Background: an optimization exercise with open tools, aiming at small area, a short achievable clock period and few clock cycles. Do not read the settings as production practice. Function was checked by simulation only, so behaviour that the tests miss may differ from the original. Power figures rest on the tool's default switching activity, not on a simulated workload.

## trial 49
// des
module  des(input clk,
            input des_enable,
            input reset,
            input des_mode,
            input [1:64] data_i,
            input [1:64] key_i,
            output wire [1:64] data_o,
            output reg ready_o);
Size: roughly 1,500 cells after synthesis.
==> module contrl, before the edit <==
module contrl(input clk,
              input reset,
              input des_enable,
              input des_mode,
              output reg idle,
              output reg first,
              output reg active,
              output reg ready_o,
              output reg one_l,
              output reg one_r,
              output reg two_l,
              output reg two_r);
	reg [3:0] cnt;
	wire last = (cnt == 4'd15);
	wire [3:0] cnt_n = active ? cnt + 4'd1 : 4'd0;
	wire one_n = (cnt_n == 4'd0) || (cnt_n == 4'd7) || (cnt_n == 4'd14);
	always @(posedge clk or negedge reset)
		if (reset == 1'b0) begin
			idle <= 1'b1;
			active <= 1'b0;
			ready_o <= 1'b0;
		end else begin
			idle <= idle & ~des_enable;
			active <= idle ? des_enable : (active & ~last);
			ready_o <= ready_o | (active & last);
		end
	always @(posedge clk) begin
		cnt <= cnt_n;
		first <= idle;
		one_l <= one_n & ~des_mode;
		one_r <= one_n & des_mode;
		two_l <= ~one_n & ~des_mode;
		two_r <= ~one_n & des_mode;
	end
endmodule
==> module des, before the edit <==
module  des(input clk,
            input des_enable,
            input reset,
            input des_mode,
            input [1:64] data_i,
            input [1:64] key_i,
            output wire [1:64] data_o,
            output reg ready_o);
	wire [1:32] L_i_var, R_i_var;
	wire [1:28] C0, D0;
	wire [1:32] f;
	wire [1:56] Key_next;
	reg [1:32] L, R;
	reg [1:48] A;
	reg [1:56] K;
	wire idle, first, active, one_l, one_r, two_l, two_r;
	IP IP1(.in(data_i), .L_i_var(L_i_var), .R_i_var(R_i_var));
	IP_ni IP_ni(.in({R, L}), .out(data_o));
	pc_1 pc_1(.key_i(key_i), .C0(C0), .D0(D0));
	des_f des_f1(.A(A), .f(f));
	key_get key_get(.K(K), .C0(C0), .D0(D0), .des_mode(des_mode), .idle(idle),
	                .one_l(one_l), .one_r(one_r), .two_l(two_l), .two_r(two_r),
	                .K_next(Key_next));
	wire [1:32] L_sel = idle ? R_i_var : first ? L_i_var : (ready_o ? R : L);
	wire [1:32] g = f & {32{active}};
	wire [1:32] R_next = L_sel ^ g;
	wire [1:48] A_pre = expand(L_sel) ^ pc2(Key_next);
	always @(posedge clk) begin
		R <= R_next;
		A <= A_pre ^ expand(g);
		if (!ready_o) L <= R;
		K <= Key_next;
	end
	contrl contrl1(.clk(clk), .reset(reset), .des_enable(des_enable), .des_mode(des_mode),
	               .idle(idle), .first(first), .active(active), .ready_o(ready_o),
	               .one_l(one_l), .one_r(one_r), .two_l(two_l), .two_r(two_r));
	function [1:48] expand(input [1:32] x);
		expand = {x[32],x[1],x[2],x[3],x[4],x[5],
		          x[4],x[5],x[6],x[7],x[8],x[9],
		          x[8],x[9],x[10],x[11],x[12],x[13],
		          x[12],x[13],x[14],x[15],x[16],x[17],
		          x[16],x[17],x[18],x[19],x[20],x[21],
		          x[20],x[21],x[22],x[23],x[24],x[25],
		          x[24],x[25],x[26],x[27],x[28],x[29],
		          x[28],x[29],x[30],x[31],x[32],x[1]};
	endfunction
	function [1:48] pc2(input [1:56] k);
		pc2 = {k[14],k[17],k[11],k[24],k[1],k[5],
		       k[3],k[28],k[15],k[6],k[21],k[10],
		       k[23],k[19],k[12],k[4],k[26],k[8],
		       k[16],k[7],k[27],k[20],k[13],k[2],
		       k[41],k[52],k[31],k[37],k[47],k[55],
		       k[30],k[40],k[51],k[45],k[33],k[48],
		       k[44],k[49],k[39],k[56],k[34],k[53],
		       k[46],k[42],k[50],k[36],k[29],k[32]};
	endfunction
endmodule
Settings: LEC_CHECK=0, CAP_MARGIN=20, CORE_MARGIN=2, CORE_UTILIZATION=40, PLACE_DENSITY=0.6, SETUP_SLACK_MARGIN=3.0, SLEW_MARGIN=20, TNS_END_PERCENT=0; clock period 5.0 ns.
run.sh (not shown) runs the stock make flow with config.mk's settings and CLKGATE_MAP_FILE= SYNTH_SCRIPT=/design/flow/synth_recipe.tcl, a recipe that flattens the netlist after the stock synthesis.
Testbench counts of trial 49, summed over its fixed seeds: cycles 43,200.
Edits applied to the flow inputs when going from trial 49 to trial 42:
diff --git a/flow/design.v b/flow/design.v
--- a/flow/design.v
+++ b/flow/design.v
@@ -1183,5 +1183,4 @@
               input des_mode,
               output reg idle,
-              output reg first,
               output reg active,
               output reg ready_o,
@@ -1206,5 +1205,4 @@
 	always @(posedge clk) begin
 		cnt <= cnt_n;
-		first <= idle;
 		one_l <= one_n & ~des_mode;
 		one_r <= one_n & des_mode;
@@ -1228,5 +1226,5 @@
 	reg [1:48] A;
 	reg [1:56] K;
-	wire idle, first, active, one_l, one_r, two_l, two_r;
+	wire idle, active, one_l, one_r, two_l, two_r;
 	IP IP1(.in(data_i), .L_i_var(L_i_var), .R_i_var(R_i_var));
 	IP_ni IP_ni(.in({R, L}), .out(data_o));
@@ -1236,5 +1234,5 @@
 	                .one_l(one_l), .one_r(one_r), .two_l(two_l), .two_r(two_r),
 	                .K_next(Key_next));
-	wire [1:32] L_sel = idle ? R_i_var : first ? L_i_var : (ready_o ? R : L);
+	wire [1:32] L_sel = idle ? R_i_var : (ready_o ? R : L);
 	wire [1:32] g = f & {32{active}};
 	wire [1:32] R_next = L_sel ^ g;
@@ -1243,9 +1241,9 @@
 		R <= R_next;
 		A <= A_pre ^ expand(g);
-		if (!ready_o) L <= R;
+		L <= idle ? L_i_var : (ready_o ? L : R);
 		K <= Key_next;
 	end
 	contrl contrl1(.clk(clk), .reset(reset), .des_enable(des_enable), .des_mode(des_mode),
-	               .idle(idle), .first(first), .active(active), .ready_o(ready_o),
+	               .idle(idle), .active(active), .ready_o(ready_o),
 	               .one_l(one_l), .one_r(one_r), .two_l(two_l), .two_r(two_r));
 	function [1:48] expand(input [1:32] x);
--- outcome ---
From trial 49 to trial 42 the numbers moved as follows: first-iteration DRC count now larger, global-route usage over all layers went down 0.53 points, global-route wire length before repair went down. Taking trial 49 as the reference, in trial 42 part of the total power dissipated in combinational logic saw an increase, mux share of post-synthesis cell area saw an increase, tap cell count saw an increase, total area of sequential cells saw little to no change. Between trial 49 and trial 42, hold slack is higher for trial 42, trial 49 comes in under that. Delta (trial 42 minus trial 49): power went up 110 uW, transition time of the tightest slew-check pin went down 0.25 ns.
Testbench counts of trial 42, summed over its fixed seeds: cycles 43,200.

static timing again, ports no longer ideal:
The flow's constraints put no driver on any port. The routed layouts listed below were extracted and timed again, unchanged, in two steps. Step 1, drivers: a clkbuf_16 drives clk and a buf_2 each remaining input, both assumed. Step 2 times the ports against the registers' clock, not the clock port: input delays grow and output delays shrink by t, the midpoint of the rising clock arrivals with the driver on. a / b / c = no drivers / after step 1 / after step 2; a / b = the first two.
run | t (ns) | setup WS [ns] | worst hold slack (ns)
trial 49 | 0.484 | 2.606 / 2.606 / 2.209 | 0.455 / 0.455 / 0.455
trial 42 | 0.479 | 2.755 / 2.755 / 2.327 | 0.513 / 0.513 / 0.513
After both steps every run listed still meets setup and hold. The setup slack of trial 42, which loses most, moves by 0.000 ns with the drivers and by -0.428 ns with both steps.
